From an optimization exercise on the open Yosys and OpenROAD flow, aimed at small area; shortcuts taken in it are not production practice. RTL that was checked went through simulation tests only; none was proved equivalent to the original. No functional check of the RTL was part of run 7. No activity file was given, so power comes from the tool's default toggle rates.

File: design/flow/run.sh
#!/bin/bash
# synth_recipe.tcl (not shown) runs the flow's synth.tcl, then flattens the netlist and writes it again
# the make line also repeats each setting of config.mk as NAME=value (left out here)
make -C /OpenROAD-flow-scripts/flow DESIGN_CONFIG=/design/flow/config.mk WORK_HOME=/design/flow/orfs CLKGATE_MAP_FILE= SYNTH_SCRIPT=/design/flow/synth_recipe.tcl finish
File: design/flow/config.mk
export PLATFORM = sky130hd
export DESIGN_NAME = fp16_sum
export DESIGN_NICKNAME = fp16_sum
export VERILOG_FILES = /design/flow/design.v
export SDC_FILE = /design/flow/constraint.sdc
export NUM_CORES = 4
export LEC_CHECK = 0
export CAP_MARGIN = 20
export CORE_MARGIN = 2
export CORE_UTILIZATION = 40
export SLEW_MARGIN = 20
File: design/flow/constraint.sdc
create_clock -name core_clock -period 4.5 [get_ports {clk}]
set_input_delay 0.9000 -clock core_clock [delete_from_list [all_inputs] [get_ports {clk}]]
set_output_delay 0.9000 -clock core_clock [all_outputs]
set_load 0.01 [all_outputs]
File: design/flow/design.v
`default_nettype none
module fp16_sum(input wire clk,input wire [15:0] num1,num2,output reg [15:0] out);
	reg big_sign,sma_sign;
	reg [4:0] big_exp,sma_exp;
	reg [9:0] big_mant,sma_mant;
	always @(posedge clk) begin
		if (num2[14:10] > num1[14:10]) begin
				 {big_sign,big_exp,big_mant} <= num2; 
				 {sma_sign,sma_exp,sma_mant} <= num1; 
		end
		else if (num2[14:10] == num1[14:10]) begin
			if (num2[9:0] > num1[9:0]) begin
				 {big_sign,big_exp,big_mant} <= num2;
				 {sma_sign,sma_exp,sma_mant} <= num1;
			end	
			else begin
				 {big_sign,big_exp,big_mant} <= num1;		 
				 {sma_sign,sma_exp,sma_mant} <= num2;				 
			end
		end
		else begin
			{big_sign,big_exp,big_mant} <= num1;		 
			{sma_sign,sma_exp,sma_mant} <= num2;
		end
	end
	reg [4:0] tobig_exp;
	reg tobig_sign;
	reg[10:0] big_norm_mant, sma_norm_mant;
	always@(posedge clk)begin
		tobig_sign <= big_sign;
		tobig_exp <= big_exp;
		big_norm_mant <= {1'b1,big_mant};
		sma_norm_mant <= {1'b1,sma_mant} >> (big_exp - sma_exp);
	end
	reg f_add_sub;
	reg add_sub;
	reg t_add_sub;
	always@(posedge clk)begin
		t_add_sub <= (num1[15] == num2[15]);  
		add_sub <= t_add_sub;                 
		f_add_sub <= add_sub;                 
	end
	reg tbig_sign;
	reg [4:0] tbig_exp;
	reg [11:0] pre_mant;
		always @(posedge clk) begin
		  tbig_sign <= tobig_sign;
		  tbig_exp <= tobig_exp;
        if (add_sub) begin  
            pre_mant <= big_norm_mant + sma_norm_mant;
        end
        else begin  
            pre_mant <= big_norm_mant - sma_norm_mant;
        end
	end
	reg res_sign;
	reg [4:0] res_exp;
	reg [9:0] res_mant;
	always @(posedge clk)begin
		res_sign <= tbig_sign;
		if(f_add_sub)begin
			res_exp <= pre_mant[11] ? tbig_exp+1:tbig_exp;
			res_mant <= pre_mant[11] ? pre_mant[10:1] : pre_mant[9:0];  
		end
		else begin
			casez (pre_mant)
				12'b0_1???_????_???: begin res_mant <= pre_mant[11:2] << 2; res_exp <= tbig_exp ; end
				12'b0_01??_????_???: begin res_mant <= pre_mant[11:2] << 3; res_exp <= tbig_exp - 1; end
				12'b0_001?_????_???: begin res_mant <= pre_mant[11:2] << 4; res_exp <= tbig_exp - 2; end
				12'b0_0001_????_???: begin res_mant <= pre_mant[11:2] << 5; res_exp <= tbig_exp - 3; end
				12'b0_0000_1???_???: begin res_mant <= pre_mant[11:2] << 6; res_exp <= tbig_exp - 4; end
				12'b0_0000_01??_???: begin res_mant <= pre_mant[11:2] << 7; res_exp <= tbig_exp - 5; end
				12'b0_0000_001?_???: begin res_mant <= pre_mant[11:2] << 8; res_exp <= tbig_exp - 6; end
				12'b0_0000_0001_???: begin res_mant <= pre_mant[11:2] << 9; res_exp <= tbig_exp - 7; end
				12'b0_0000_0000_1??: begin res_mant <= pre_mant[11:2] << 10; res_exp <= tbig_exp - 8; end
				12'b0_0000_0000_01?: begin res_mant <= pre_mant[11:2] << 11; res_exp <= tbig_exp - 9; end
				12'b0_0000_0000_001: begin res_mant <= pre_mant[11:2] << 12; res_exp <= tbig_exp - 10; end
				default: begin res_mant <= 10'b00_0000_0000; res_exp <= 5'b00_000; end
			endcase
		end
	end
	always @(posedge clk)begin
		out <= {res_sign,res_exp,res_mant};
	end
endmodule
==> results of run 1 <==
## power groups by stage
stage | Combinational (mW) | Sequential, mW | Clock (mW)
floorplan | 1.42 | 1.44 | 0
global placement | 1.73 | 1.57 | 0
detailed placement | 1.75 | 1.58 | 0
CTS | 1.76 | 1.56 | 0.849
global route | 1.97 | 1.59 | 0.885
finish | 1.75 | 1.56 | 0.825
## metal layers
metal / share of wire (%) / routed length [µm] / vias up
li1: - / - / 1962
met1: 45 / 4730 / 1797
met2: 48 / 4960 / 100
met3: 4.5 / 473 / 21
met4: 2.4 / 250 / 0
met5: 0 / 0 / -
## critical path: cells and delay by family
kind	cells	cell delay (ps)
buf+inv	3	920
compound gates	5	830
mux	1	390
fa+ha+maj	1	300
## layout make-up
cell class | count | area [µm²]
Timing Repair Buffer | 50 | 495
Clock buffer | 10 | 239
Clock inverter | 6 | 75.1
Sequential cell | 111 | 2220
Fill cell | 1277 | 6900
Tap cell | 176 | 220
Inverter | 38 | 143
Multi-Input combinational cell | 363 | 2840
## cells in the final DEF, fill, tap and decap left out, types with 4 or more instances in the layout
| master | count |
|---|---|
| o22ai_1 | 10 |
| dfxtp_1 | 111 |
| and3_1 | 4 |
| nand2b_1 | 5 |
| nor2_1 | 36 |
| o21ai_1 | 4 |
| fa_1 | 4 |
| nand3_1 | 10 |
| a31oi_1 | 5 |
| mux2_2 | 31 |
| a21o_1 | 12 |
| nor2b_1 | 10 |
| mux4_2 | 4 |
| mux2i_1 | 19 |
| clkbuf_16 | 9 |
| xnor2_1 | 16 |
| xor2_1 | 14 |
| ha_1 | 38 |
| nand2_1 | 26 |
| o31ai_1 | 4 |
| clkdlybuf4s50_1 | 48 |
| nor3_1 | 10 |
| o21ai_0 | 15 |
| a21oi_1 | 34 |
| inv_1 | 36 |
## path summary, 6_finish.rpt
path	start	endpoint	depth (start not counted)
setup / recovery	num1[7]	big_mant[3]	10
hold / removal	res_mant[3]	out[3]	0
setup reg to reg	pre_mant[9]	res_exp[4]	10
hold reg to reg	res_mant[3]	out[3]	0
## sequential cells by signal (all words and copies together) (netlist names), 5 cells and up
register,flops
big_mant,10
big_norm_mant,10
pre_mant,12
sma_norm_mant,11
res_exp,5
big_exp,5
out,16
sma_mant,10
tobig_exp,5
tbig_exp,5
res_mant,10
sma_exp,5
## logic make-up (layout without fill, tap and decap cells)
| logic type | count (synthesis) | count (layout) | share of synthesized area (%) |
|---|---|---|---|
| AOI/OAI and AO/OA | 110 | 110 | 13.6 |
| buffers and inverters | 61 | 104 | 4.84 |
| and+or+nand+nor | 124 | 124 | 12.0 |
| adders and majority gates | 42 | 42 | 10.4 |
| xor gates and xnor gates | 30 | 30 | 4.94 |
| muxes | 57 | 57 | 12.5 |
| DFF | 111 | 111 | 41.7 |
## per-stage QoR
stage	area (µm²)	power [mW]
after floorplan	5320	2.86
after global placement	5920	3.31
after global routing	6240	4.45
after detailed placement	5920	3.33
final	6240	4.13
after CTS	6240	4.17
==> qor.yml, run 1 <==
global_route:
  met1_usage_pct: 18.9
  overflow: 0
  antenna_found_initial: 0
  grt_pass1_vias: 3697
  track_usage_pct: 15.4
  grt_busiest_layer: "met2"
  grt_util_met2_pct: 26.0
  use_met3_pct: 3.16
  grt_pass1_wl_mm: 17.6
  grt_max_degree: 32
timing:
  worst_slack_ps: 1400
  finalSetupTns_ps: 0
  slew-limit-headroom_pct: 38.9
  holdWs_ps: 328
  fin_crit_sh_pct: 68.8
  skew_ps: 5.25
  hold_viol: 0
  rsz0062_at_grt: "no"
  drv_slew: 0
  max_freq_mhz: 323
  setup_viol: 0
  finalCriticalPeriod_ps: 3100
  tightest_slew_ps: 913
drt:
  drc: 0
  drt_iter0_markers: 183
  drt-total-wl_mm: 10.4
  ant_nets: 0
  num_vias: 3880
  detail_route.vias_per_cell: 5.15
  dr.pass1.iters: 5
  wire_per_inst_um: 13.8
min_path:
  hold_path_class: "flip-flop to flip-flop"
power:
  p_clk_share_pct: 20.0
  swShare_pct: 37.7
  ir_drop_uv: 227
  pwr_density_cell_nw_per_um2: 663
  cellLeakagePower_nw: 2.67
  switchingPower_mw: 1.56
  p_comb_share_pct: 42.4
  p_int_mw: 2.58
  p_seq_share_pct: 37.7
synth:
  synth_seq_cells: 111
  synth_edf_count: 0
  ys_top_cells_by_area: "dfxtp_1, ha_1, mux2_2, mux2i_1, a21oi_1"
  syn-cell-area_um2: 5320
  avgSynthCellArea_um2: 9.95
  synthFlopType: "dfxtp_1"
  async_reset_ff_share_pct: 0
  synth_largest_area_cell: "dfxtp_1"
  yosysWarnings: 1
  synth.distinct_cells: 62
  synth_common_cells: "dfxtp_1, ha_1, inv_1, nor2_1, a21oi_1"
  ys_seq_area_share_pct: 41.7
  synthesis.nets: 610
  synthCells: 535
  synth.most_common_cell: "dfxtp_1"
  yosysTopAreaCellShare_pct: 41.7
critical_path:
  crit_path_start_kind: "input pin"
  worstSetupPathType: "input pin to flip-flop"
  cp_cell_sequence: "clkdlybuf4s50_1, inv_1, ha_1, a21o_1, a21o_1, a21oi_1, o21ai_1, a22oi_2, buf_4, mux2_2"
  critPathMaxFanout: 31
  cp.arrival_ps: 3340
  slowest_delay_ps: 500
  worst_path_max_delay_cell: "clkdlybuf4s50_1"
  end_kind: "flip-flop"
  required_ps: 4740
  reg2reg_slack_ps: 1600
  cp_common_cell: "a21o_1"
cts:
  holdBufCountCts: 0
  cts_root_buf: "clkbuf_16"
  cts_tree: "done"
  cts_resized: 0
  cts.path.max_buffers: 2
  cts_buffers: 9
  htreeDepth: 3
  clock_latency_ps: 360
  clock-sinks: 111
  post_cts_buffers: 0
  cts.clk_slew.worst_paths_ps: 70
place:
  numPortBuffers: 48
  dp_cells: 738
  gp_congestion: 0.887
  place_ws_ps: 992
  dp_hpwl_mm: 7.91
final_layout:
  num_antenna_cells: 0
  finalNonFillerCells: 754
  nets: 648
  drive_gt1_share_pct: 11.1
  utilization_pct: 47.5
  syn_to_final_growth_pct: 17.2
floorplan:
  num_io_pins: 49
  start_util_pct: 40.5
  rows: 42
  core_um2: 13100
  fp.dieH_um: 119
  die_area_um2: 14200
  fp.dieW_um: 119
job:
  drv_cap: 0
status:
  status: "finished clean"
==> inputs of run 2 (changes only) <==
==> design/flow/design.v (replaced) <==
`default_nettype none
module fp16_sum(input wire clk,input wire [15:0] num1,num2,output reg [15:0] out);
	function automatic [12:0] radd12(input [11:0] a, input [11:0] b, input ci);
		integer k;
		reg c;
		begin
			c = ci;
			for (k = 0; k < 12; k = k + 1) begin
				radd12[k] = a[k] ^ b[k] ^ c;
				c = (a[k] & b[k]) | (c & (a[k] ^ b[k]));
			end
			radd12[12] = c;
		end
	endfunction
	function automatic gt10(input [9:0] a, input [9:0] b);
		integer k;
		reg g;
		begin
			g = 1'b0;
			for (k = 0; k < 10; k = k + 1)
				g = (a[k] & ~b[k]) | (~(a[k] ^ b[k]) & g);
			gt10 = g;
		end
	endfunction
	wire [4:0]  e1   = num1[14:10];
	wire [4:0]  e2   = num2[14:10];
	wire [12:0] a12  = radd12({7'd0, e1}, {7'h7f, ~e2}, 1'b1);    
	wire [12:0] a21  = radd12({7'd0, e2}, {7'h7f, ~e1}, 1'b1);    
	wire        egt  = ~a12[12];                    
	wire        eeq  = e1 == e2;
	wire [4:0]  d    = egt ? a21[4:0] : a12[4:0];
	wire        swap = egt | (eeq & gt10(num2[9:0], num1[9:0]));    
	wire [9:0]  bm   = swap ? num2[9:0] : num1[9:0];
	wire [9:0]  sm   = swap ? num1[9:0] : num2[9:0];
	wire [10:0] sn   = {1'b1, sm} >> d;
	reg        r1_sign, r1_sub;
	reg [4:0]  r1_exp;
	reg [9:0]  r1_bm;
	reg [10:0] r1_sn;
	always @(posedge clk) begin
		r1_sign <= swap ? num2[15] : num1[15];
		r1_sub  <= num1[15] ^ num2[15];
		r1_exp  <= egt ? e2 : e1;
		r1_bm   <= bm;
		r1_sn   <= sn;
	end
	wire [12:0] ps  = radd12({1'b0, 1'b1, r1_bm}, {1'b0, r1_sn ^ {11{r1_sub}}}, r1_sub);
	wire [11:0] pre = {ps[11] ^ r1_sub, ps[10:0]};
	wire        clr = r1_sub & pre[10];
	reg        r2_sign;
	reg [4:0]  r2_exp;
	reg [11:0] r2_pre;
	always @(posedge clk) begin
		r2_sign <= r1_sign;
		r2_exp  <= r1_exp;
		r2_pre  <= {pre[11:2], pre[1:0] & {2{~clr}}};
	end
	reg  [3:0]  p;
	integer i;
	always @* begin
		p = 4'd0;
		for (i = 0; i < 12; i = i + 1)
			if (r2_pre[i]) p = i;
	end
	wire        lo = ~r2_pre[11] & ~r2_pre[10];
	wire [11:0] x  = {r2_pre[11:2], r2_pre[1:0] & {2{~lo}}};
	wire [11:0] xs = x << (4'd11 - p);
	wire        nz = |r2_pre;
	wire [12:0] ee = radd12({7'd0, r2_exp}, {8'd0, p} + 12'hff6, 1'b0);
	wire [4:0]  re = nz ? ee[4:0] : 5'd0;
	wire [9:0]  rm = xs[10:1];
	reg [15:0] s3, s4;
	always @(posedge clk) begin
		s3  <= {r2_sign, re, rm};
		s4  <= s3;
		out <= s4;
	end
endmodule
--- a/design/flow/config.mk
+++ b/design/flow/config.mk
@@ -7,5 +7,7 @@
 export LEC_CHECK = 0
+export ABC_AREA = 1
 export CAP_MARGIN = 20
 export CORE_MARGIN = 2
-export CORE_UTILIZATION = 40
+export CORE_UTILIZATION = 70
+export PLACE_DENSITY = 0.8
 export SLEW_MARGIN = 20
==> run 2 against run 1 <==
Worst setup slack worse by 1300 ps. First-iteration DRC count is 23% lower. Combinational power is 27% lower. Global-route usage is 15 points higher. Core utilization is 38 points higher. Die area is 54% lower. Critical path depth is 7 higher. Critical endpoint is now r2_pre[0].
==> qor.yml, run 2 <==
synth:
  synth_compound_area_share_pct: 8.30  # was 13.6%
  synthXorXnorAreaFrac_pct: 3.16  # was 4.94%
  synth.distinct_cells: 32  # was 62
  synthFlopType: "dfxtp_1"  # unchanged
  synthCells: 496  # was 535
  yosysWarnings: 1  # unchanged
  synth_adder_area_share_pct: 14.8  # was 10.4%
  ys_seq_area_share_pct: 45.2  # was 41.7%
  ys_top_cells_by_area: "dfxtp_1, fa_1, nand2_1, inv_1, ha_1"  # was dfxtp_1, ha_1, mux2_2, mux2i_1, a21oi_1
  synth_top_family_by_area: "simple AND/OR/NAND/NOR gates"  # was compound AO/OA/AOI/OAI gates
  synth_common_cells: "nand2_1, dfxtp_1, inv_1"  # was dfxtp_1, ha_1, inv_1, nor2_1, a21oi_1
  yosysTopAreaCellShare_pct: 45.2  # was 41.7%
  synth_largest_area_cell: "dfxtp_1"  # unchanged
  async_reset_ff_share_pct: 0  # unchanged
  synth_edf_count: 0  # unchanged
  synth_mux_area_share_pct: 0  # was 12.5%
  syn-cell-area_um2: 4160  # was 5320 µm²
  synth_seq_cells: 94  # was 111
  synthSimpleGateAreaFrac_pct: 19.1  # was 12.0%
  synthesis.nets: 567  # was 610
  avgSynthCellArea_um2: 8.39  # was 9.95 µm²
  synth.most_common_cell: "nand2_1"  # was dfxtp_1
timing:
  rsz0062_at_grt: "yes"  # was no
  holdWs_ps: 327  # was 328 ps
  fin_crit_sh_pct: 97.6  # was 68.8%
  max_freq_mhz: 228  # was 323 MHz
  tightest_slew_ps: 863  # was 913 ps
  slew-limit-headroom_pct: 42.1  # was 38.9%
  drv_slew: 0  # unchanged
  worst_slack_ps: 110  # was 1400 ps
  setup_viol: 0  # unchanged
  finalCriticalPeriod_ps: 4390  # was 3100 ps
  hold_viol: 0  # unchanged
  skew_ps: 13.6  # was 5.25 ps
final_layout:
  drive_gt1_share_pct: 7.57  # was 11.1%
  mostFrequentLayoutCell: "nand2_1"  # was dfxtp_1
  mostFrequentLayoutCells: "nand2_1, dfxtp_1, inv_1"  # was dfxtp_1, clkdlybuf4s50_1, ha_1
  syn_to_final_growth_pct: 20.0  # was 17.2%
  num_antenna_cells: 0  # unchanged
  top_regs: "out: 16 flops, s3: 16 flops, s4: 16 flops"  # was out: 16 flops, pre_mant: 12 flops, sma_norm_mant: 11 flops
  seq_area_um2: 1890  # was 2220 µm²
  finalNonFillerCells: 630  # was 754
  nets: 621  # was 648
  multi_input_area_um2: 1930  # was 2840 µm²
  nFillCells: 338  # was 1277
drt:
  ant_nets: 0  # unchanged
  dr.pass1.iters: 6  # was 5
  detail_route.vias_per_cell: 5.37  # was 5.15
  drt-total-wl_mm: 9.15  # was 10.4 mm
  drc: 0  # unchanged
  drt_iter0_markers: 140  # was 183
  num_vias: 3383  # was 3880
  wire_per_inst_um: 14.5  # was 13.8 µm
cts:
  htreeDepth: 3  # unchanged
  clock_latency_ps: 360  # about the same
  post_cts_buffers: 0  # unchanged
  holdBufCountCts: 0  # unchanged
  cts_buffers: 9  # unchanged
  cts.path.max_buffers: 2  # unchanged
  cts.clk_slew.worst_paths_ps: 90  # was 70 ps
  cts_root_buf: "clkbuf_8"  # was clkbuf_16
  clock-sinks: 94  # was 111
  cts_tree: "done"  # unchanged
critical_path:
  required_ps: 4750  # was 4740 ps
  cp_common_cell: "fa_2"  # was a21o_1
  cp_cell_sequence: "inv_1, a21oi_2, fa_2, inv_1, fa_2, fa_2, fa_2, fa_2, fa_2, fa_2, fa_1, inv_1, fa_1, inv_2, xor2_2, o22ai_1, inv_1"  # was clkdlybuf4s50_1, inv_1, ha_1, a21o_1, a21o_1, a21oi_1, o21ai_1, a22oi_2, buf_4, mux2_2
  slowest_delay_ps: 420  # was 500 ps
  crit_path_start_kind: "flip-flop"  # was input pin
  critPathMaxFanout: 3  # was 31
  cp.arrival_ps: 4640  # was 3340 ps
  end_kind: "flip-flop"  # unchanged
  worst_path_max_delay_cell: "fa_2"  # was clkdlybuf4s50_1
  worstSetupPathType: "flip-flop to flip-flop"  # was input pin to flip-flop
place:
  dp_cells: 614  # was 738
  place_ws_ps: 106  # was 992 ps
  numPortBuffers: 48  # unchanged
  gp_congestion: 0.923  # was 0.887
  dp_hpwl_mm: 6.42  # was 7.91 mm
job:
  drv_cap: 0  # unchanged
power:
  p_total_mw: 3.15  # was 4.13 mW
  ir_drop_uv: 476  # was 227 µV
  cellLeakagePower_nw: 2.38  # was 2.67 nW
  pwr_density_cell_nw_per_um2: 631  # was 663 nW/µm²
min_path:
  hold_path_class: "flip-flop to flip-flop"  # unchanged
global_route:
  grt_pass1_vias: 3309  # was 3697
  track_usage_pct: 30.5  # was 15.4%
  grt_pass1_wl_mm: 14.7  # was 17.6 mm
  antenna_found_initial: 0  # unchanged
  grt_max_degree: 32  # unchanged
  overflow: 0  # unchanged
floorplan:
  die_area_um2: 6580  # was 14200 µm²
  num_io_pins: 49  # unchanged
  rows: 28  # was 42
  fp.dieH_um: 81.1  # was 119 µm
  core_um2: 5820  # was 13100 µm²
  start_util_pct: 71.6  # was 40.5%
  fp.dieW_um: 81.1  # was 119 µm
status:
  status: "finished clean"  # unchanged
run 2: cell count changes after synthesis, moves of 10 or more:
cell	previous run	this run
a21o_1	12	1
a21oi_1	34	11
dfxtp_1	111	94
fa_1	4	19
ha_1	38	19
inv_1	36	87
mux2_2	31	0
mux2i_1	19	0
nand2_1	26	95
nand3_1	10	41
nor2b_1	10	0
o21ai_0	15	36
run 2: critical path, delay by kind of cell (launching register included):
kind	cells	cell delay, ps
AOI/OAI and AO/OA	2	360
buffers and inverters	5	340
DFF	1	380
adders and majority gates	9	3010
xor gates and xnor gates	1	190
run 2: area by class of cell:
cell class | count | share of cell area (%)
tap | 75 | 1.88
multi-input combinational | 302 | 38.6
sequential | 94 | 37.8
timing repair buffer | 53 | 10.4
clock buffer | 11 | 3.03
clock inverter | 5 | 1.63
inverter | 90 | 6.76
run 2: through the flow:
step | area, µm² | setup TNS (ps) | util (%)
6_report | 5000 | 0 | 85.9
5_1_grt | 5000 | -10.6 | 85.9
2_1_floorplan | 4160 | 0 | -
4_1_cts | 4980 | 0 | 85.7
3_3_place_gp | 4720 | 0 | 81.2
3_5_place_dp | 4720 | 0 | 81.2
run 2: final timing paths:
| kind | startpoint | endpoint | slack, ps | cells past startpoint |
|---|---|---|---|---|
| max | r1_sub | r2_pre[0] | 110 | 17 |
| min | r1_exp[0] | r2_exp[0] | 330 | 0 |
| max reg2reg | r1_sub | r2_pre[0] | 110 | 17 |
| min reg2reg | r1_exp[0] | r2_exp[0] | 330 | 0 |
run 2: kinds of logic (layout without fill, tap and decap cells):
group	Yosys count	after routing
buffers and inverters	100	159
xor gates and xnor gates	15	15
and+or+nand+nor	187	187
AOI/OAI and AO/OA	62	62
DFF	94	94
adders and majority gates	38	38
run 2: what timing repair did:
action / 4_1_cts / 5_1_grt
endpoints found under the setup margin: 3 / 3
cloned: 0 / 0
pin swaps: 0 / 4
gates resized for setup: 7 / 8
run 2: report_power, final:
| part | leakage [nW] | switching, mW | internal (mW) | total (mW) |
|---|---|---|---|---|
| clock network | 0.116 | 0.284 | 0.343 | 0.627 |
| logic | 1.47 | 0.766 | 0.501 | 1.27 |
| registers | 0.789 | 0.112 | 1.15 | 1.26 |
run 2: metal layers:
metal	track usage, %	up-vias	routed length, µm
li1	-	1652	-
met1	31.4	1542	3420
met2	57.1	146	4890
met3	7.11	43	483
met4	15.8	0	361
met5	0	-	0
==> inputs of run 3 (changes only) <==
--- a/design/flow/config.mk
+++ b/design/flow/config.mk
@@ -10,4 +10,3 @@
 export CORE_MARGIN = 2
-export CORE_UTILIZATION = 70
-export PLACE_DENSITY = 0.8
+export CORE_UTILIZATION = 55
 export SLEW_MARGIN = 20
==> run 3 against run 2 <==
Cell area grew 0.80%. Largest cell class unchanged. Sequential cell count is the same. Largest power group is now registers. Core utilization shrank 17 points. Hold slack lost 6.7 ps.
==> qor.yml, run 3 <==
final_layout:
  nets: 625  # was 621
  syn_to_final_growth_pct: 21.0  # was 20.0%
  nFillCells: 638  # was 338
  utilization_pct: 69.1  # was 85.9%
  mostFrequentLayoutCells: "nand2_1, dfxtp_1, inv_1"  # unchanged
  finalNonFillerCells: 658  # was 630
  top_regs: "out: 16 flops, s3: 16 flops, s4: 16 flops"  # unchanged
  drive_gt1_share_pct: 6.44  # was 7.57%
  num_antenna_cells: 0  # unchanged
  mostFrequentLayoutCell: "nand2_1"  # unchanged
synth:
  synth_edf_count: 0  # unchanged
  synth_common_cells: "nand2_1, dfxtp_1, inv_1"  # unchanged
  yosysWarnings: 1  # unchanged
  synthesis.nets: 567  # unchanged
  synth.most_common_cell: "nand2_1"  # unchanged
  synth.distinct_cells: 32  # unchanged
  yosysTopAreaCellShare_pct: 45.2  # unchanged
  synth_seq_cells: 94  # unchanged
  avgSynthCellArea_um2: 8.39  # unchanged
  ys_top_cells_by_area: "dfxtp_1, fa_1, nand2_1, inv_1, ha_1"  # unchanged
  synthFlopType: "dfxtp_1"  # unchanged
  synth_largest_area_cell: "dfxtp_1"  # unchanged
  synthCells: 496  # unchanged
  async_reset_ff_share_pct: 0  # unchanged
  ys_seq_area_share_pct: 45.2  # unchanged
  syn-cell-area_um2: 4160  # unchanged
drt:
  dr.pass1.iters: 4  # was 6
  drt_iter0_markers: 122  # was 140
  drt-total-wl_mm: 7.41  # was 9.15 mm
  wire_per_inst_um: 11.3  # was 14.5 µm
  ant_nets: 0  # unchanged
  num_vias: 3136  # was 3383
  detail_route.vias_per_cell: 4.77  # was 5.37
  drc: 0  # unchanged
floorplan:
  rows: 31  # was 28
  fp.dieH_um: 91.0  # was 81.1 µm
  die_area_um2: 8280  # was 6580 µm²
  num_io_pins: 49  # unchanged
  core_um2: 7290  # was 5820 µm²
  start_util_pct: 57.1  # was 71.6%
  fp.dieW_um: 91.0  # was 81.1 µm
power:
  ir_drop_uv: 219  # was 476 µV
  switchingPower_mw: 1.02  # was 1.16 mW
  p_comb_share_pct: 38.5  # was 40.2%
  swShare_pct: 34.2  # was 36.8%
  p_seq_share_pct: 41.7  # was 40.0%
  cellLeakagePower_nw: 2.39  # was 2.38 nW
  pwr_density_cell_nw_per_um2: 592  # was 631 nW/µm²
  p_int_mw: 1.96  # was 1.99 mW
  p_clk_share_pct: 19.8  # was 19.9%
critical_path:
  slowest_delay_ps: 400  # was 420 ps
  critPathMaxFanout: 3  # unchanged
  crit_path_start_kind: "flip-flop"  # unchanged
  required_ps: 4750  # about the same
  worstSetupPathType: "flip-flop to flip-flop"  # unchanged
  crit_family: "adder cells"  # unchanged
  worstReg2RegStart: "r1_sn[0]"  # was r1_sub
  cp_common_cell: "fa_1"  # was fa_2
  critical_path_buf_inv_count: 5  # unchanged
  cp_cell_sequence: "inv_1, nor2_1, a21oi_2, fa_1, inv_1, fa_1, fa_2, fa_2, fa_1, fa_1, fa_1, fa_1, inv_1, fa_1, inv_1, xor2_2, o22ai_1, inv_1"  # was inv_1, a21oi_2, fa_2, inv_1, fa_2, fa_2, fa_2, fa_2, fa_2, fa_2, fa_1, inv_1, fa_1, inv_2, xor2_2, o22ai_1, inv_1
  reg2reg_slack_ps: 250  # was 110 ps
  worst_path_max_delay_cell: "fa_1"  # was fa_2
  end_kind: "flip-flop"  # unchanged
  startpoint: "r1_sn[0]"  # was r1_sub
  cp.arrival_ps: 4500  # was 4640 ps
cts:
  cts.path.max_buffers: 2  # unchanged
  cts_resized: 0  # was 7
  htreeDepth: 3  # unchanged
  post_cts_buffers: 0  # unchanged
  holdBufCountCts: 0  # unchanged
  cts_tree: "done"  # unchanged
  cts_buffers: 9  # unchanged
  clock_latency_ps: 350  # was 360 ps
  cts_root_buf: "clkbuf_8"  # unchanged
  cts.clk_slew.worst_paths_ps: 80  # was 90 ps
  clock-sinks: 94  # unchanged
timing:
  hold_viol: 0  # unchanged
  tightest_slew_ps: 773  # was 863 ps
  max_freq_mhz: 235  # was 228 MHz
  fin_crit_sh_pct: 94.5  # was 97.6%
  finalCriticalPeriod_ps: 4250  # was 4390 ps
  slew-limit-headroom_pct: 48.1  # was 42.1%
  drv_slew: 0  # unchanged
  skew_ps: 9.83  # was 13.6 ps
  setup_viol: 0  # unchanged
min_path:
  hold_path_class: "flip-flop to flip-flop"  # unchanged
  min-delay-start: "s3[5]"  # was r1_exp[0]
place:
  dp_hpwl_mm: 6.15  # was 6.42 mm
  dp_cells: 642  # was 614
  gp_congestion: 0.858  # was 0.923
  numPortBuffers: 48  # unchanged
global_route:
  antenna_found_initial: 0  # unchanged
  grt_pass1_vias: 3037  # was 3309
  grt_max_degree: 21  # was 32
  grt_pass1_wl_mm: 12.8  # was 14.7 mm
  track_usage_pct: 19.4  # was 30.5%
  overflow: 0  # unchanged
job:
  drv_cap: 0  # unchanged
status:
  status: "finished clean"  # unchanged
## run 3: cell counts after synthesis
No cell type changed its count.
## run 3: cell families (layout without fill, tap and decap cells)
logic type               after synthesis  count (layout)  share of synthesized area (%)
AND/OR/NAND/NOR                      187             187                           19.1
adder cells (fa/ha/maj)               38              38                           14.8
buffers and inverters                100             163                           9.35
AO/OA/AOI/OAI                         62              62                           8.30
XOR/XNOR                              15              15                           3.16
flip-flops                            94              94                           45.2
## run 3: per-layer routing
layer | vias to the layer above | share of wire, % | global-route usage (%)
met3 | 18 | 3.8 | 3.15
met4 | 0 | 3.1 | 10.6
met2 | 68 | 53 | 36.5
li1 | 1655 | - | -
met1 | 1395 | 40 | 20.4
met5 | - | 0 | 0
## run 3: final timing paths
check                           cells after the start        end
worst min-delay path                                0      s4[5]
worst max register to register                     18  r2_pre[0]
worst min register to register                      0      s4[5]
worst max-delay path                               18  r2_pre[0]
## run 3: cell type report
cell class,count,area [µm²],area share [%]
inverter,90,338,6.71
tap,99,124,2.46
clock buffer,11,141,2.81
timing repair buffer,57,561,11.1
multi-input combinational,302,1910,37.9
sequential,94,1880,37.4
clock inverter,5,82.6,1.64
## run 3: power by group through the flow
| stage | Combinational (mW) | Sequential, mW | Clock (mW) |
|---|---|---|---|
| after CTS | 1.15 | 1.25 | 0.605 |
| final | 1.15 | 1.24 | 0.589 |
| after global routing | 1.32 | 1.28 | 0.636 |
| after floorplan | 0.742 | 1.28 | 0 |
| after global placement | 1.11 | 1.26 | 0 |
| after detailed placement | 1.14 | 1.27 | 0 |
## run 3: metrics by stage
| stage | hold slack [ps] | power (mW) | setup WS, ps | TNS (ps) | area (µm²) |
|---|---|---|---|---|---|
| global placement | 310 | 2.36 | 215 | 0 | 4800 |
| finish | 320 | 2.98 | 249 | 0 | 5040 |
| floorplan | 310 | 2.02 | 145 | 0 | 4160 |
| detailed placement | 312 | 2.41 | 87.9 | 0 | 4800 |
| CTS | 319 | 3.00 | 98.5 | 0 | 5020 |
| global route | 338 | 3.23 | -6.08 | -6.08 | 5040 |
==> inputs of run 4 (changes only) <==
--- a/design/flow/config.mk
+++ b/design/flow/config.mk
@@ -11,2 +11,5 @@
 export CORE_UTILIZATION = 55
+export CTS_BUF_LIST = sky130_fd_sc_hd__clkbuf_4 sky130_fd_sc_hd__clkbuf_8
+export CTS_CLUSTER_DIAMETER = 50
+export CTS_CLUSTER_SIZE = 20
 export SLEW_MARGIN = 20
==> run 4 against run 3 <==
Still clean on timing, DRC and antenna. Critical path depth is the same. Sequential share of layout area is essentially flat. Synthesized cell count is the same. First-iteration DRC count shrank 7.4%. Cell count is the same. Sequential power is essentially flat. Wire length grew 0.28%. Die area is the same. Cell area is essentially flat.
==> qor.yml, run 4 <==
timing:
  drv_slew: 0  # unchanged
  max_freq_mhz: 235  # unchanged
  slew-limit-headroom_pct: 48.1  # about the same
  fin_crit_sh_pct: 94.5  # unchanged
  hold_viol: 0  # unchanged
  skew_ps: 9.81  # was 9.83 ps
  setup_viol: 0  # unchanged
  tightest_slew_ps: 773  # about the same
  finalCriticalPeriod_ps: 4250  # unchanged
  finalSetupTns_ps: 0  # unchanged
critical_path:
  r2r-end: "r2_pre[0]"  # unchanged
  startpoint: "r1_sn[0]"  # unchanged
  worst_path_max_delay_cell: "fa_1"  # unchanged
  cp.arrival_ps: 4510  # was 4500 ps
  end_kind: "flip-flop"  # unchanged
  worstReg2RegStart: "r1_sn[0]"  # unchanged
  cp_common_cell: "fa_1"  # unchanged
  slowest_delay_ps: 400  # about the same
  worstSetupPathType: "flip-flop to flip-flop"  # unchanged
  crit_path_start_kind: "flip-flop"  # unchanged
  required_ps: 4750  # about the same
  critPathMaxFanout: 3  # unchanged
  cp-endpoint: "r2_pre[0]"  # unchanged
  reg2reg_slack_ps: 250  # about the same
  ff2ff_path_depth: 18  # unchanged
  cp_cell_sequence: "inv_1, nor2_1, a21oi_2, fa_1, inv_1, fa_1, fa_2, fa_2, fa_1, fa_1, fa_1, fa_1, inv_1, fa_1, inv_1, xor2_2, o22ai_1, inv_1"  # unchanged
place:
  dp_hpwl_mm: 6.15  # unchanged
  gp_congestion: 0.858  # unchanged
  dp_cells: 642  # unchanged
  place_area_um2: 4800  # unchanged
  numPortBuffers: 48  # unchanged
power:
  swShare_pct: 34.2  # about the same
  p_total_mw: 2.99  # was 2.98 mW
  switchingPower_mw: 1.02  # about the same
  p_clk_share_pct: 20.0  # was 19.8%
  ir_drop_uv: 220  # was 219 µV
  p_comb_share_pct: 38.4  # was 38.5%
  pwr_density_cell_nw_per_um2: 593  # was 592 nW/µm²
  cellLeakagePower_nw: 2.39  # about the same
  p_seq_share_pct: 41.6  # was 41.7%
  p_int_mw: 1.97  # was 1.96 mW
final_layout:
  top_regs: "out: 16 flops, s3: 16 flops, s4: 16 flops"  # unchanged
  mostFrequentLayoutCell: "nand2_1"  # unchanged
  mostFrequentLayoutCells: "nand2_1, dfxtp_1, inv_1"  # unchanged
  num_antenna_cells: 0  # unchanged
  final_area_um2: 5040  # about the same
  seq_area_um2: 1880  # unchanged
  finalNonFillerCells: 658  # unchanged
  nFillCells: 638  # unchanged
  drive_gt1_share_pct: 6.62  # was 6.44%
  nets: 625  # unchanged
  syn_to_final_growth_pct: 21.1  # was 21.0%
  multi_input_area_um2: 1910  # unchanged
cts:
  clock_latency_ps: 360  # was 350 ps
  cts_root_buf: "clkbuf_8"  # unchanged
  cts_buffers: 9  # unchanged
  post_cts_buffers: 0  # unchanged
  cts_tree: "done"  # unchanged
  cts.path.max_buffers: 2  # unchanged
  clock-sinks: 94  # unchanged
  htreeDepth: 3  # unchanged
  cts.clk_slew.worst_paths_ps: 80  # about the same
synth:
  yosysWarnings: 1  # unchanged
  synth_largest_area_cell: "dfxtp_1"  # unchanged
  synth.most_common_cell: "nand2_1"  # unchanged
  synthFlopType: "dfxtp_1"  # unchanged
  ys_top_cells_by_area: "dfxtp_1, fa_1, nand2_1, inv_1, ha_1"  # unchanged
  avgSynthCellArea_um2: 8.39  # unchanged
  syn-cell-area_um2: 4160  # unchanged
  synth.distinct_cells: 32  # unchanged
  synth_seq_cells: 94  # unchanged
  async_reset_ff_share_pct: 0  # unchanged
  synthCells: 496  # unchanged
  synthesis.nets: 567  # unchanged
  yosysTopAreaCellShare_pct: 45.2  # unchanged
  synth_common_cells: "nand2_1, dfxtp_1, inv_1"  # unchanged
  synth_edf_count: 0  # unchanged
  ys_seq_area_share_pct: 45.2  # unchanged
floorplan:
  rows: 31  # unchanged
  fp.dieH_um: 91.0  # unchanged
  num_io_pins: 49  # unchanged
  die_area_um2: 8280  # unchanged
  core_um2: 7290  # unchanged
  fp.dieW_um: 91.0  # unchanged
  start_util_pct: 57.1  # unchanged
global_route:
  grt_pass1_vias: 3049  # was 3037
  grt_max_degree: 21  # unchanged
  grt_pass1_wl_mm: 12.8  # about the same
  overflow: 0  # unchanged
  antenna_found_initial: 0  # unchanged
  track_usage_pct: 19.4  # about the same
drt:
  dr.pass1.iters: 4  # unchanged
  ant_nets: 0  # unchanged
  detail_route.vias_per_cell: 4.76  # was 4.77
  drt-total-wl_mm: 7.43  # was 7.41 mm
  drc: 0  # unchanged
  wire_per_inst_um: 11.3  # about the same
  drt_iter0_markers: 113  # was 122
  num_vias: 3133  # was 3136
status:
  status: "finished clean"  # unchanged
min_path:
  hold_path_class: "flip-flop to flip-flop"  # unchanged
job:
  drv_cap: 0  # unchanged
## run 4: area by class of cell
class / count / area share (%)
clock inverter: 5 / 1.64
inverter: 90 / 6.70
clock buffer: 11 / 2.88
tap: 99 / 2.46
multi-input combinational: 302 / 37.9
timing repair buffer: 57 / 11.1
sequential: 94 / 37.4
## run 4: kinds of logic (layout without fill, tap and decap cells)
group           count (synthesis)  after routing  synth area share (%)
fa+ha+maj                      38             38                  14.8
compound gates                 62             62                  8.30
buf+inv                       100            163                  9.35
flops                          94             94                  45.2
simple gates                  187            187                  19.1
xor+xnor                       15             15                  3.16
## run 4: power by group through the flow
stage	combinational, mW	sequential (mW)	clock, mW
after floorplan	0.742	1.28	0
final	1.15	1.24	0.597
after global placement	1.11	1.26	0
after CTS	1.15	1.25	0.612
after detailed placement	1.14	1.27	0
after global routing	1.32	1.28	0.642
## run 4: how the worst min path moves through the flow
| stage | start | to | slack [ps] | depth (start not counted) |
|---|---|---|---|---|
| final | s3[5] | s4[5] | 320 | 0 |
| after global routing | r1_exp[4] | r2_exp[4] | 340 | 0 |
| after CTS | s3[5] | s4[5] | 320 | 0 |
| after detailed placement | r2_sign | s3[15] | 310 | 0 |
| after global placement | s4[14] | out[14] | 310 | 0 |
| after floorplan | s4[0] | out[0] | 310 | 0 |
## run 4: routing by layer
layer  global-route usage [%]  part of all wire (%)
met5                        0                     0
met4                     10.6                   3.2
met2                     36.7                    53
met1                     20.4                    41
met3                     3.15                   3.5
## run 4: metrics by stage
stage	hold WS, ps	utilization [%]	worst slack, ps
global route	338	69.1	-6.08
global placement	310	65.8	215
CTS	319	68.9	98.5
detailed placement	312	65.8	87.9
finish	320	69.1	249
floorplan	310	-	145
## run 4: repair_timing
action                     in CTS  in global routing
gates resized for setup         0                  5
setup endpoints to repair       0                  3
hold buffers                    0                  0
hold endpoints to repair        0                  0
## run 4: worst max-delay path: cells and delay by family, from the launching register on
| family | cells | cell delay [ps] |
|---|---|---|
| flops | 1 | 310 |
| compound gates | 2 | 250 |
| buf+inv | 5 | 350 |
| xor+xnor | 1 | 190 |
| simple gates | 1 | 70 |
| fa+ha+maj | 9 | 2980 |
==> inputs of run 5 (changes only) <==
==> design/flow/flow/run.sh (new file) <==
#!/bin/bash
# The standard layout, with plain buf_1 cells as the port buffers.
set -euo pipefail
export BUFFER_PORTS_ARGS="-buffer_cell sky130_fd_sc_hd__buf_1"
bash standard.sh > standard.log 2>&1
==> design/flow/standard.sh (new file) <==
#!/bin/bash
# synth_recipe.tcl (not shown) runs the flow's synth.tcl, then flattens the netlist and writes it again
# the make line also repeats each setting of config.mk as NAME=value (left out here)
make -C /OpenROAD-flow-scripts/flow DESIGN_CONFIG=/design/flow/config.mk WORK_HOME=/design/flow/orfs CLKGATE_MAP_FILE= SYNTH_SCRIPT=/design/flow/synth_recipe.tcl "${@:-finish}"
--- a/design/flow/config.mk
+++ b/design/flow/config.mk
@@ -11,5 +11,2 @@
 export CORE_UTILIZATION = 55
-export CTS_BUF_LIST = sky130_fd_sc_hd__clkbuf_4 sky130_fd_sc_hd__clkbuf_8
-export CTS_CLUSTER_DIAMETER = 50
-export CTS_CLUSTER_SIZE = 20
 export SLEW_MARGIN = 20
removed: design/flow/run.sh
==> run 5 against run 4 <==
Synthesized cell count unchanged. Non-clock buffer count fell by 6. Total power shrank 3.9%. Register-to-register slack got worse by 50 ps. Hold slack better by 5.6 ps. Critical endpoint unchanged.
==> qor.yml, run 5 <==
drt:
  num_vias: 3114  # was 3133
  ant_nets: 0  # unchanged
  drt-total-wl_mm: 7.05  # was 7.43 mm
  detail_route.vias_per_cell: 4.78  # was 4.76
  dr.pass1.iters: 5  # was 4
  drc: 0  # unchanged
  wire_per_inst_um: 10.8  # was 11.3 µm
  drt_iter0_markers: 120  # was 113
final_layout:
  finalNonFillerCells: 652  # was 658
  nets: 619  # was 625
  syn_to_final_growth_pct: 13.0  # was 21.1%
  drive_gt1_share_pct: 5.79  # was 6.62%
  num_antenna_cells: 0  # unchanged
  mostFrequentLayoutCells: "nand2_1, dfxtp_1, inv_1"  # unchanged
  mostFrequentLayoutCell: "nand2_1"  # unchanged
  top_regs: "out: 16 flops, s3: 16 flops, s4: 16 flops"  # unchanged
power:
  pwr_density_cell_nw_per_um2: 611  # was 593 nW/µm²
  cellLeakagePower_nw: 2.24  # was 2.39 nW
  ir_drop_uv: 210  # was 220 µV
synth:
  synth_largest_area_cell: "dfxtp_1"  # unchanged
  synth_common_cells: "nand2_1, dfxtp_1, inv_1"  # unchanged
  async_reset_ff_share_pct: 0  # unchanged
  synth_seq_cells: 94  # unchanged
  yosysWarnings: 1  # unchanged
  synthFlopType: "dfxtp_1"  # unchanged
  synthesis.nets: 567  # unchanged
  synthXorXnorAreaFrac_pct: 3.16  # unchanged
  synth_edf_count: 0  # unchanged
  synthCells: 496  # unchanged
  synthSimpleGateAreaFrac_pct: 19.1  # unchanged
  synth_top_family_by_area: "simple AND/OR/NAND/NOR gates"  # unchanged
  avgSynthCellArea_um2: 8.39  # unchanged
  synth.distinct_cells: 32  # unchanged
  synth_mux_area_share_pct: 0  # unchanged
  synth_adder_area_share_pct: 14.8  # unchanged
  ys_top_cells_by_area: "dfxtp_1, fa_1, nand2_1, inv_1, ha_1"  # unchanged
  yosysTopAreaCellShare_pct: 45.2  # unchanged
  syn-cell-area_um2: 4160  # unchanged
  ys_seq_area_share_pct: 45.2  # unchanged
  synth.most_common_cell: "nand2_1"  # unchanged
  synth_compound_area_share_pct: 8.30  # unchanged
floorplan:
  num_io_pins: 49  # unchanged
  fp.dieH_um: 91.0  # unchanged
  start_util_pct: 57.1  # unchanged
  core_um2: 7290  # unchanged
  die_area_um2: 8280  # unchanged
  fp.dieW_um: 91.0  # unchanged
  rows: 31  # unchanged
cts:
  holdBufCountCts: 0  # unchanged
  cts_buffers: 9  # unchanged
  cts_tree: "done"  # unchanged
  htreeDepth: 3  # unchanged
  cts.path.max_buffers: 2  # unchanged
  clock-sinks: 94  # unchanged
  post_cts_buffers: 0  # unchanged
  cts_resized: 0  # unchanged
  cts_root_buf: "clkbuf_8"  # unchanged
  clock_latency_ps: 350  # was 360 ps
  cts.clk_slew.worst_paths_ps: 80  # about the same
global_route:
  overflow: 0  # unchanged
  track_usage_pct: 18.8  # was 19.4%
  grt_pass1_wl_mm: 12.6  # was 12.8 mm
  antenna_found_initial: 0  # unchanged
  grt_pass1_vias: 3082  # was 3049
  grt_max_degree: 32  # was 21
timing:
  tightest_slew_ps: 762  # was 773 ps
  max_freq_mhz: 232  # was 235 MHz
  hold_viol: 0  # unchanged
  setup_viol: 0  # unchanged
  fin_crit_sh_pct: 95.7  # was 94.5%
  finalCriticalPeriod_ps: 4300  # was 4250 ps
  slew-limit-headroom_pct: 48.9  # was 48.1%
  finalSetupTns_ps: 0  # unchanged
  skew_ps: 9.70  # was 9.81 ps
  drv_slew: 0  # unchanged
  rsz0062_at_grt: "no"
critical_path:
  cp_cell_sequence: "inv_1, a21oi_2, fa_2, inv_1, fa_1, fa_1, fa_1, fa_1, fa_2, fa_2, fa_1, inv_1, fa_1, inv_1, xor2_2, o22ai_1, inv_1"  # was inv_1, nor2_1, a21oi_2, fa_1, inv_1, fa_1, fa_2, fa_2, fa_1, fa_1, fa_1, fa_1, inv_1, fa_1, inv_1, xor2_2, o22ai_1, inv_1
  crit_path_start_kind: "flip-flop"  # unchanged
  worst_path_max_delay_cell: "fa_1"  # unchanged
  end_kind: "flip-flop"  # unchanged
  crit_family: "adder cells"  # unchanged
  critical_path_buf_inv_count: 5  # unchanged
  critPathMaxFanout: 3  # unchanged
  cp.arrival_ps: 4550  # was 4510 ps
  worstSetupPathType: "flip-flop to flip-flop"  # unchanged
  cp_common_cell: "fa_1"  # unchanged
  required_ps: 4750  # about the same
  slowest_delay_ps: 410  # was 400 ps
status:
  status: "finished clean"  # unchanged
job:
  drv_cap: 0  # unchanged
place:
  numPortBuffers: 48  # unchanged
  dp_cells: 636  # was 642
  dp_hpwl_mm: 5.85  # was 6.15 mm
  gp_congestion: 0.916  # was 0.858
min_path:
  hold_path_class: "flip-flop to flip-flop"  # unchanged
==> run 5: final cells by class <==
type                            count  area (µm²)
Clock buffer                       13         169
Clock inverter                      3        65.1
Fill cell                         652        2590
Inverter                           90         338
Multi-Input combinational cell    302        1920
Sequential cell                    94        1890
Tap cell                           99         124
Timing Repair Buffer               51         203
==> run 5: kinds of logic after synthesis <==
family | after synthesis
and+or+nand+nor | 187
buffers and inverters | 100
DFF | 94
AOI/OAI and AO/OA | 62
adders and majority gates | 38
xor gates and xnor gates | 15
==> run 5: report_power, final <==
part | total (mW) | internal [mW] | leakage [nW] | switching [mW]
Combinational | 1.02 | 0.376 | 1.34 | 0.645
Sequential | 1.24 | 1.15 | 0.789 | 0.0956
Clock | 0.609 | 0.358 | 0.120 | 0.251
==> run 5: layer usage <==
metal | part of all wire, % | vias to the layer above | track usage (%)
li1 | - | 1646 | -
met1 | 42 | 1362 | 19.7
met2 | 51 | 84 | 36.2
met3 | 4.0 | 22 | 3.49
met4 | 3.3 | 0 | 8.33
met5 | 0 | - | 0
==> run 5: path summary, 6_finish.rpt <==
| kind | start | end | slack, ps | cells after the start |
|---|---|---|---|---|
| max | r1_sub | r2_pre[0] | 200 | 17 |
| min | s4[15] | out[15] | 330 | 0 |
| min reg2reg | s4[15] | out[15] | 330 | 0 |
| max reg2reg | r1_sub | r2_pre[0] | 200 | 17 |
==> run 5: worst register-to-register path, delay by kind of cell, from the launching register on <==
family          cells  cell delay, ps
compound gates      2             290
xor+xnor            1             190
fa+ha+maj           9            3050
buf+inv             5             320
flops               1             370
==> run 5: metrics by stage <==
| stage | utilization [%] | hold WS [ps] | area, µm² | power [mW] | setup slack [ps] |
|---|---|---|---|---|---|
| after detailed placement | 60.9 | 312 | 4440 | 2.28 | 56.1 |
| final | 64.5 | 326 | 4700 | 2.87 | 195 |
| after floorplan | - | 310 | 4160 | 2.02 | 145 |
| after global placement | 60.9 | 310 | 4440 | 2.25 | 193 |
| after global routing | 64.5 | 333 | 4700 | 3.13 | 24.9 |
| after CTS | 64.1 | 328 | 4670 | 2.89 | 28.6 |
==> inputs of run 6 (changes only) <==
==> design/flow/flow/run.sh (replaced) <==
#!/bin/bash
# The standard layout with three changes:
#  - synthesis maps with flow/abc.script and without the adder cell step;
#  - the port buffers are plain buf_1 cells.
set -euo pipefail
here=$(pwd)
inner=$(grep -o 'SYNTH_SCRIPT=[^ ]*' standard.sh | head -1 | cut -d= -f2-)
export OWN_INNER_SYNTH=$inner
export OWN_ABC_SCRIPT=$here/flow/abc.script
export BUFFER_PORTS_ARGS="-buffer_cell sky130_fd_sc_hd__buf_1"
sed "s#SYNTH_SCRIPT=[^ ]*#SYNTH_SCRIPT=$here/flow/synth.tcl ADDER_MAP_FILE=#" standard.sh > own.sh
bash own.sh > flow.log 2>&1
==> design/flow/flow/abc.script (new file) <==
strash
dch -f
map -D 3400 -B 0.2
topo
stime -c
buffer -c
upsize -c
dnsize -c
==> design/flow/flow/synth.tcl (new file) <==
# The standard flow's synthesis script, with our own ABC script for the technology
# mapping (the registers and their names are unchanged).
proc abc {args} {
  set i [lsearch -exact $args -script]
  if {$i >= 0} { lset args [expr {$i + 1}] $::env(OWN_ABC_SCRIPT) }
  yosys abc {*}$args
}
source $::env(OWN_INNER_SYNTH)
==> run 6 against run 5 <==
Synthesized cell count fell by 3.2%. Die area decreased by 7.6%. Fmax rose by 11%. Global-route usage is 0.54 points lower. Area after synthesis decreased by 7.9%. Hold slack got worse by 5.8 ps. Clock power is 18% lower. Register-to-register slack better by 1200 ps. Via count down 3.4%. Cell area down 9.0%. Non-clock buffer count is 2 higher. Critical endpoint is now r1_sn[1]. Largest cell class is now registers. Largest power group unchanged. Highest routed layer unchanged.
==> qor.yml, run 6 <==
status:
  status: "finished clean"  # unchanged
final_layout:
  mostFrequentLayoutCell: "dfxtp_1"  # was nand2_1
  final_area_um2: 4280  # was 4700 µm²
  drive_gt1_share_pct: 7.98  # was 5.79%
  nets: 568  # was 619
  finalNonFillerCells: 619  # was 652
  mostFrequentLayoutCells: "dfxtp_1, nand2_1, inv_1"  # was nand2_1, dfxtp_1, inv_1
  multi_input_area_um2: 1660  # was 1920 µm²
  seq_area_um2: 1880  # was 1890 µm²
  top_regs: "out: 16 flops, s3: 16 flops, s4: 16 flops"  # unchanged
  utilization_pct: 63.3  # was 64.5%
  syn_to_final_growth_pct: 11.6  # was 13.0%
  nFillCells: 623  # was 652
  num_antenna_cells: 0  # unchanged
critical_path:
  worstSetupPathType: "input pin to flip-flop"  # was flip-flop to flip-flop
  critPathMaxFanout: 40  # was 3
  end_kind: "flip-flop"  # unchanged
  required_ps: 4750  # about the same
  ff2ff_path_depth: 24  # was 17
  cp_cell_sequence: "buf_1, inv_1, nand2_1, a21oi_2, a21oi_2, o21ai_1, inv_2, o21ai_2, mux2i_1, xor2_2, inv_1, nand2_2, nor2_2, nand2_2, nand2_4, nor2_1, a21oi_1, o21ai_2, nor2_1, a31oi_1, nand2_1, a32o_1"  # was inv_1, a21oi_2, fa_2, inv_1, fa_1, fa_1, fa_1, fa_1, fa_2, fa_2, fa_1, inv_1, fa_1, inv_1, xor2_2, o22ai_1, inv_1
  worst_path_max_delay_cell: "mux2i_1"  # was fa_1
  crit_path_start_kind: "input pin"  # was flip-flop
  slowest_delay_ps: 310  # was 410 ps
  cp.arrival_ps: 4130  # was 4550 ps
floorplan:
  fp.dieW_um: 87.5  # was 91.0 µm
  die_area_um2: 7650  # was 8280 µm²
  fp.dieH_um: 87.5  # was 91.0 µm
  start_util_pct: 56.7  # was 57.1%
  core_um2: 6760  # was 7290 µm²
  rows: 30  # was 31
  num_io_pins: 49  # unchanged
cts:
  clock-sinks: 94  # unchanged
  holdBufCountCts: 0  # unchanged
  cts_buffers: 9  # unchanged
  cts.path.max_buffers: 2  # unchanged
  cts_resized: 0  # unchanged
  htreeDepth: 3  # unchanged
  clock_latency_ps: 350  # about the same
  post_cts_buffers: 0  # unchanged
  cts_tree: "done"  # unchanged
  cts_root_buf: "clkbuf_8"  # unchanged
  cts.clk_slew.worst_paths_ps: 100  # was 80 ps
global_route:
  overflow: 0  # unchanged
  track_usage_pct: 18.3  # was 18.8%
  grt_util_met2_pct: 32.8  # was 36.2%
  grt_max_degree: 41  # was 32
  grt_busiest_layer: "met2"  # unchanged
  grt_pass1_wl_mm: 11.0  # was 12.6 mm
  grt_pass1_vias: 2657  # was 3082
  met1_usage_pct: 20.4  # was 19.7%
  antenna_found_initial: 0  # unchanged
  use_met3_pct: 3.98  # was 3.49%
timing:
  rsz0062_at_grt: "no"  # unchanged
  slew-limit-headroom_pct: 50.7  # was 48.9%
  worst_slack_ps: 614  # was 195 ps
  finalSetupTns_ps: 0  # unchanged
  drv_slew: 0  # unchanged
  finalCriticalPeriod_ps: 3890  # was 4300 ps
  hold_viol: 0  # unchanged
  fin_crit_sh_pct: 86.4  # was 95.7%
  holdWs_ps: 320  # was 326 ps
  skew_ps: 12.4  # was 9.70 ps
  max_freq_mhz: 257  # was 232 MHz
  tightest_slew_ps: 733  # was 762 ps
  setup_viol: 0  # unchanged
synth:
  synthCells: 480  # was 496
  synth_seq_cells: 94  # unchanged
  synth_common_cells: "dfxtp_1, nand2_1, inv_1"  # was nand2_1, dfxtp_1, inv_1
  yosysWarnings: 1  # unchanged
  ys_top_cells_by_area: "dfxtp_1, nand2_1, inv_1, nor2_1, o21ai_0"  # was dfxtp_1, fa_1, nand2_1, inv_1, ha_1
  syn-cell-area_um2: 3830  # was 4160 µm²
  ys_seq_area_share_pct: 49.1  # was 45.2%
  synth.most_common_cell: "dfxtp_1"  # was nand2_1
  avgSynthCellArea_um2: 7.99  # was 8.39 µm²
  synth.distinct_cells: 39  # was 32
  async_reset_ff_share_pct: 0  # unchanged
  synthesis.nets: 513  # was 567
  synth_largest_area_cell: "dfxtp_1"  # unchanged
  synthFlopType: "dfxtp_1"  # unchanged
  synth_edf_count: 0  # unchanged
  yosysTopAreaCellShare_pct: 49.1  # was 45.2%
place:
  dp_hpwl_mm: 5.33  # was 5.85 mm
  gp_congestion: 0.891  # was 0.916
  dp_cells: 604  # was 636
  place_area_um2: 4100  # was 4440 µm²
  place_ws_ps: 268  # was 56.1 ps
  numPortBuffers: 48  # unchanged
drt:
  ant_nets: 0  # unchanged
  num_vias: 3007  # was 3114
  drc: 0  # unchanged
  wire_per_inst_um: 10.6  # was 10.8 µm
  detail_route.vias_per_cell: 4.86  # was 4.78
  drt-total-wl_mm: 6.57  # was 7.05 mm
  drt_iter0_markers: 74  # was 120
  dr.pass1.iters: 4  # was 5
power:
  p_clk_share_pct: 18.0  # was 21.2%
  p_total_mw: 2.78  # was 2.87 mW
  p_int_mw: 1.75  # was 1.88 mW
  switchingPower_mw: 1.03  # was 0.992 mW
  ir_drop_uv: 230  # was 210 µV
  cellLeakagePower_nw: 1.97  # was 2.24 nW
  p_comb_share_pct: 36.8  # was 35.5%
  p_seq_share_pct: 45.2  # was 43.3%
  pwr_density_cell_nw_per_um2: 650  # was 611 nW/µm²
  swShare_pct: 37.0  # was 34.5%
min_path:
  whs_path_depth: 0  # unchanged
  hold_path_class: "flip-flop to flip-flop"  # unchanged
job:
  drv_cap: 0  # unchanged
run 6: power groups by stage:
stage / clock (mW) / combinational [mW] / sequential (mW)
2_1_floorplan: 0 / 0.758 / 1.29
3_3_place_gp: 0 / 1.01 / 1.27
3_5_place_dp: 0 / 1.03 / 1.28
4_1_cts: 0.519 / 1.03 / 1.26
5_1_grt: 0.552 / 1.17 / 1.29
6_report: 0.500 / 1.02 / 1.26
run 6: final cells by class:
| class | count | area share [%] |
|---|---|---|
| flip-flops and latches | 94 | 44.0 |
| multi-input cells | 314 | 38.9 |
| inverters | 63 | 5.53 |
| repair buffers | 53 | 5.09 |
| clock buffers | 9 | 2.90 |
| well taps | 80 | 2.34 |
| clock inverters | 6 | 1.29 |
run 6: worst paths after layout:
check	startpoint	end	slack, ps
hold / removal	s4[8]	out[8]	320
setup reg to reg	r1_sub	r2_pre[1]	1390
hold reg to reg	s4[8]	out[8]	320
setup / recovery	num2[11]	r1_sn[1]	610
run 6: cell families (layout without fill, tap and decap cells):
logic type      Yosys count  in the layout  share of synthesized area (%)
simple gates            180            180                           19.6
compound gates           95             95                           14.3
flops                    94             94                           49.1
buf+inv                  72            131                           7.57
xor+xnor                 32             32                           7.51
mux                       4              4                           1.04
fa+ha+maj                 3              3                          0.881
run 6: routing by layer:
metal / vias up / share of wire, % / wire length [µm]
met5: - / 0 / 0
met4: 0 / 2.5 / 167
met3: 15 / 3.2 / 212
met2: 67 / 51 / 3340
met1: 1281 / 43 / 2860
li1: 1644 / - / -
run 6: critical path: cells and delay by family:
family                 cells  cell delay [ps]
buffers and inverters      4              330
multiplexers               1              310
AO/OA/AOI/OAI              8             1380
AND/OR/NAND/NOR            8              890
XOR/XNOR                   1              310
==> inputs of run 7 (changes only) <==
--- a/design/flow/design.v
+++ b/design/flow/design.v
@@ -2,2 +2,3 @@
 module fp16_sum(input wire clk,input wire [15:0] num1,num2,output reg [15:0] out);
+	localparam K = 5;
 	function automatic [12:0] radd12(input [11:0] a, input [11:0] b, input ci);
@@ -35,24 +36,19 @@
 	wire [10:0] sn   = {1'b1, sm} >> d;
+	wire        sub  = num1[15] ^ num2[15];
+	wire [12:0] lsum = radd12({{(12-K){1'b0}}, bm[K-1:0]}, {{(12-K){1'b0}}, sn[K-1:0] ^ {K{sub}}}, sub);
 	reg        r1_sign, r1_sub;
 	reg [4:0]  r1_exp;
-	reg [9:0]  r1_bm;
-	reg [10:0] r1_sn;
+	reg [9:K]  r1_bm;
+	reg [10:K] r1_sn;
+	reg [K:0]  r1_lo;        
 	always @(posedge clk) begin
 		r1_sign <= swap ? num2[15] : num1[15];
-		r1_sub  <= num1[15] ^ num2[15];
+		r1_sub  <= sub;
 		r1_exp  <= egt ? e2 : e1;
-		r1_bm   <= bm;
-		r1_sn   <= sn;
+		r1_bm   <= bm[9:K];
+		r1_sn   <= sn[10:K];
+		r1_lo   <= lsum[K:0];
 	end
-	wire [12:0] ps  = radd12({1'b0, 1'b1, r1_bm}, {1'b0, r1_sn ^ {11{r1_sub}}}, r1_sub);
-	wire [11:0] pre = {ps[11] ^ r1_sub, ps[10:0]};
-	wire        clr = r1_sub & pre[10];
-	reg        r2_sign;
-	reg [4:0]  r2_exp;
-	reg [11:0] r2_pre;
-	always @(posedge clk) begin
-		r2_sign <= r1_sign;
-		r2_exp  <= r1_exp;
-		r2_pre  <= {pre[11:2], pre[1:0] & {2{~clr}}};
-	end
+	wire [12:0] ps  = radd12({{(K+1){1'b0}}, 1'b1, r1_bm}, {{(K+1){1'b0}}, r1_sn ^ {(11-K){r1_sub}}}, r1_lo[K]);
+	wire [11:0] pre = {ps[11-K] ^ r1_sub, ps[10-K:0], r1_lo[K-1:0]};
 	reg  [3:0]  p;
@@ -62,14 +58,14 @@
 		for (i = 0; i < 12; i = i + 1)
-			if (r2_pre[i]) p = i;
+			if (pre[i]) p = i;
 	end
-	wire        lo = ~r2_pre[11] & ~r2_pre[10];
-	wire [11:0] x  = {r2_pre[11:2], r2_pre[1:0] & {2{~lo}}};
+	wire [11:0] x  = {pre[11:2], pre[1:0] & {2{~r1_sub}}};
 	wire [11:0] xs = x << (4'd11 - p);
-	wire        nz = |r2_pre;
-	wire [12:0] ee = radd12({7'd0, r2_exp}, {8'd0, p} + 12'hff6, 1'b0);
+	wire        nz = |pre;
+	wire [12:0] ee = radd12({7'd0, r1_exp}, {8'd0, p} + 12'hff6, 1'b0);
 	wire [4:0]  re = nz ? ee[4:0] : 5'd0;
 	wire [9:0]  rm = xs[10:1];
-	reg [15:0] s3, s4;
+	reg [15:0] s2, s3, s4;
 	always @(posedge clk) begin
-		s3  <= {r2_sign, re, rm};
+		s2  <= {r1_sign, re, rm};
+		s3  <= s2;
 		s4  <= s3;
==> run 7 against run 6 <==
Sequential cell count fell by 6. Die area fell by 0.84%. Still clean. Largest power group unchanged. First-iteration DRC count did not move. Via count increased by 0.96%. Cell area down 0.38%. Clock-buffer cell count increased by 1. Non-clock buffer count up 2. Critical endpoint is now r1_lo[4]. Synthesized cell count decreased by 1.0%.
==> qor.yml, run 7 <==
critical_path:
  ff2ff_path_depth: 26  # was 24
  crit_path_start_kind: "input pin"  # unchanged
  cp.arrival_ps: 4340  # was 4130 ps
  end_kind: "flip-flop"  # unchanged
  r2r-end: "s2[14]"  # was r2_pre[1]
  reg2reg_slack_ps: 950  # was 1390 ps
  critPathMaxFanout: 11  # was 40
  worst_path_max_delay_cell: "xor2_2"  # was mux2i_1
  cp_common_cell: "o21ai_2"
  worstSetupPathType: "input pin to flip-flop"  # unchanged
  required_ps: 4770  # was 4750 ps
  slowest_delay_ps: 310  # about the same
  worstReg2RegStart: "r1_sub"  # unchanged
drt:
  detail_route.vias_per_cell: 4.93  # was 4.86
  drt-total-wl_mm: 6.50  # was 6.57 mm
  drt_iter0_markers: 74  # unchanged
  wire_per_inst_um: 10.5  # was 10.6 µm
  dr.pass1.iters: 5  # was 4
  ant_nets: 0  # unchanged
  num_vias: 3036  # was 3007
  drc: 0  # unchanged
power:
  pwr_density_cell_nw_per_um2: 679  # was 650 nW/µm²
  swShare_pct: 37.6  # was 37.0%
  cellLeakagePower_nw: 1.93  # was 1.97 nW
  p_seq_share_pct: 41.5  # was 45.2%
  ir_drop_uv: 267  # was 230 µV
  p_int_mw: 1.81  # was 1.75 mW
  p_comb_share_pct: 40.3  # was 36.8%
  switchingPower_mw: 1.09  # was 1.03 mW
  p_total_mw: 2.89  # was 2.78 mW
global_route:
  grt_max_degree: 32  # was 41
  antenna_found_initial: 0  # unchanged
  met1_usage_pct: 20.7  # was 20.4%
  overflow: 0  # unchanged
  grt_pass1_vias: 2650  # was 2657
  grt_pass1_wl_mm: 11.0  # about the same
  grt_busiest_layer: "met2"  # unchanged
  grt_util_met2_pct: 33.9  # was 32.8%
  use_met3_pct: 4.08  # was 3.98%
synth:
  synth.distinct_cells: 44  # was 39
  synth_largest_area_cell: "dfxtp_1"  # unchanged
  synth_seq_cells: 88  # was 94
  synth.most_common_cell: "dfxtp_1"  # unchanged
  synthesis.nets: 508  # was 513
  ys_top_cells_by_area: "dfxtp_1, nand2_1, inv_1, xor2_1, nor2_1"  # was dfxtp_1, nand2_1, inv_1, nor2_1, o21ai_0
  synthCells: 475  # was 480
  ys_seq_area_share_pct: 46.4  # was 49.1%
  synth_edf_count: 0  # unchanged
  yosysWarnings: 1  # unchanged
  synth_common_cells: "dfxtp_1, nand2_1, inv_1"  # unchanged
  synthFlopType: "dfxtp_1"  # unchanged
  syn-cell-area_um2: 3800  # was 3830 µm²
place:
  dp_hpwl_mm: 5.15  # was 5.33 mm
  place_area_um2: 4070  # was 4100 µm²
  dp_cells: 600  # was 604
  gp_congestion: 0.869  # was 0.891
  numPortBuffers: 48  # unchanged
  place_ws_ps: 65.7  # was 268 ps
cts:
  post_cts_buffers: 0  # unchanged
  cts_buffers: 9  # unchanged
  clock_latency_ps: 340  # was 350 ps
  htreeDepth: 3  # unchanged
  cts_resized: 0  # unchanged
  cts.clk_slew.worst_paths_ps: 80  # was 100 ps
  clock-sinks: 88  # was 94
  holdBufCountCts: 0  # unchanged
  cts_root_buf: "clkbuf_8"  # unchanged
  cts.path.max_buffers: 2  # unchanged
final_layout:
  num_antenna_cells: 0  # unchanged
  mostFrequentLayoutCell: "dfxtp_1"  # unchanged
  finalNonFillerCells: 616  # was 619
  drive_gt1_share_pct: 11.2  # was 7.98%
  syn_to_final_growth_pct: 12.1  # was 11.6%
  utilization_pct: 63.1  # was 63.3%
  nFillCells: 625  # was 623
  mostFrequentLayoutCells: "dfxtp_1, nand2_1, inv_1"  # unchanged
  final_area_um2: 4260  # was 4280 µm²
  nets: 564  # was 568
min_path:
  hold_path_class: "flip-flop to flip-flop"  # unchanged
  min-delay-start: "s4[2]"  # was s4[8]
  holdPathEnd: "out[2]"  # was out[8]
  whs_path_depth: 0  # unchanged
timing:
  finalSetupTns_ps: 0  # unchanged
  finalCriticalPeriod_ps: 4070  # was 3890 ps
  slew-limit-headroom_pct: 59.5  # was 50.7%
  tightest_slew_ps: 603  # was 733 ps
  setup_viol: 0  # unchanged
  drv_slew: 0  # unchanged
  skew_ps: 8.89  # was 12.4 ps
  hold_viol: 0  # unchanged
  max_freq_mhz: 246  # was 257 MHz
  holdWs_ps: 320  # about the same
  worst_slack_ps: 429  # was 614 ps
  fin_crit_sh_pct: 90.5  # was 86.4%
floorplan:
  rows: 30  # unchanged
  core_um2: 6760  # unchanged
  num_io_pins: 49  # unchanged
  start_util_pct: 56.2  # was 56.7%
  die_area_um2: 7590  # was 7650 µm²
  fp.dieH_um: 87.1  # was 87.5 µm
job:
  drv_cap: 0  # unchanged
status:
  status: "finished clean"  # unchanged
run 7: changes by cell type after synthesis, moves of 3 or more:
cell | before | now
nand2_1 | 93 | 83
xor2_1 | 14 | 23
inv_1 | 61 | 54
o21ai_2 | 3 | 10
xnor2_1 | 17 | 10
dfxtp_1 | 94 | 88
nand3_1 | 6 | 11
nor3_1 | 9 | 4
o21ai_0 | 31 | 36
inv_2 | 2 | 6
nand2_2 | 2 | 6
a21oi_1 | 25 | 22
nand3_2 | 0 | 3
run 7: final cells by class:
class                   count  area [µm²]  area share, %
repair buffers             55         233           5.46
multi-input cells         317        1750           41.0
inverters                  60         225           5.29
flip-flops and latches     88        1760           41.4
clock inverters             6        67.6           1.59
clock buffers              10         128           3.00
well taps                  80         100           2.35
run 7: per-layer routing:
layer	part of all wire [%]	wire, µm	up-vias
li1	-	-	1657
met1	45	2950	1317
met2	50	3250	52
met3	2.8	183	10
met4	1.8	115	0
met5	0	0	-
run 7: power groups by stage:
stage	clock (mW)	combinational (mW)	sequential (mW)
finish	0.527	1.17	1.20
global route	0.578	1.35	1.23
CTS	0.544	1.17	1.21
detailed placement	0	1.17	1.23
global placement	0	1.15	1.21
floorplan	0	0.898	1.23
run 7: critical path: cells and delay by family:
kind / cells / cell delay, ps
and+or+nand+nor: 9 / 760
buffers and inverters: 4 / 500
AOI/OAI and AO/OA: 11 / 1230
xor gates and xnor gates: 4 / 940
run 7: cell families after synthesis:
group,after synthesis,synth area share (%)
muxes,5,1.38
DFF,88,46.4
buffers and inverters,70,7.70
and+or+nand+nor,172,19.5
xor gates and xnor gates,34,8.03
AOI/OAI and AO/OA,105,16.7
adders and majority gates,1,0.296
run 7: worst max path at each step:
stage / from / to / slack [ps]
after CTS: num1[11] / r1_lo[4] / 410
after global placement: num1[11] / r1_lo[4] / 140
after detailed placement: num1[11] / r1_lo[4] / 70
final: num1[11] / r1_lo[4] / 430
after floorplan: num2[11] / r1_lo[4] / 740
after global routing: num2[1] / r1_lo[4] / 20
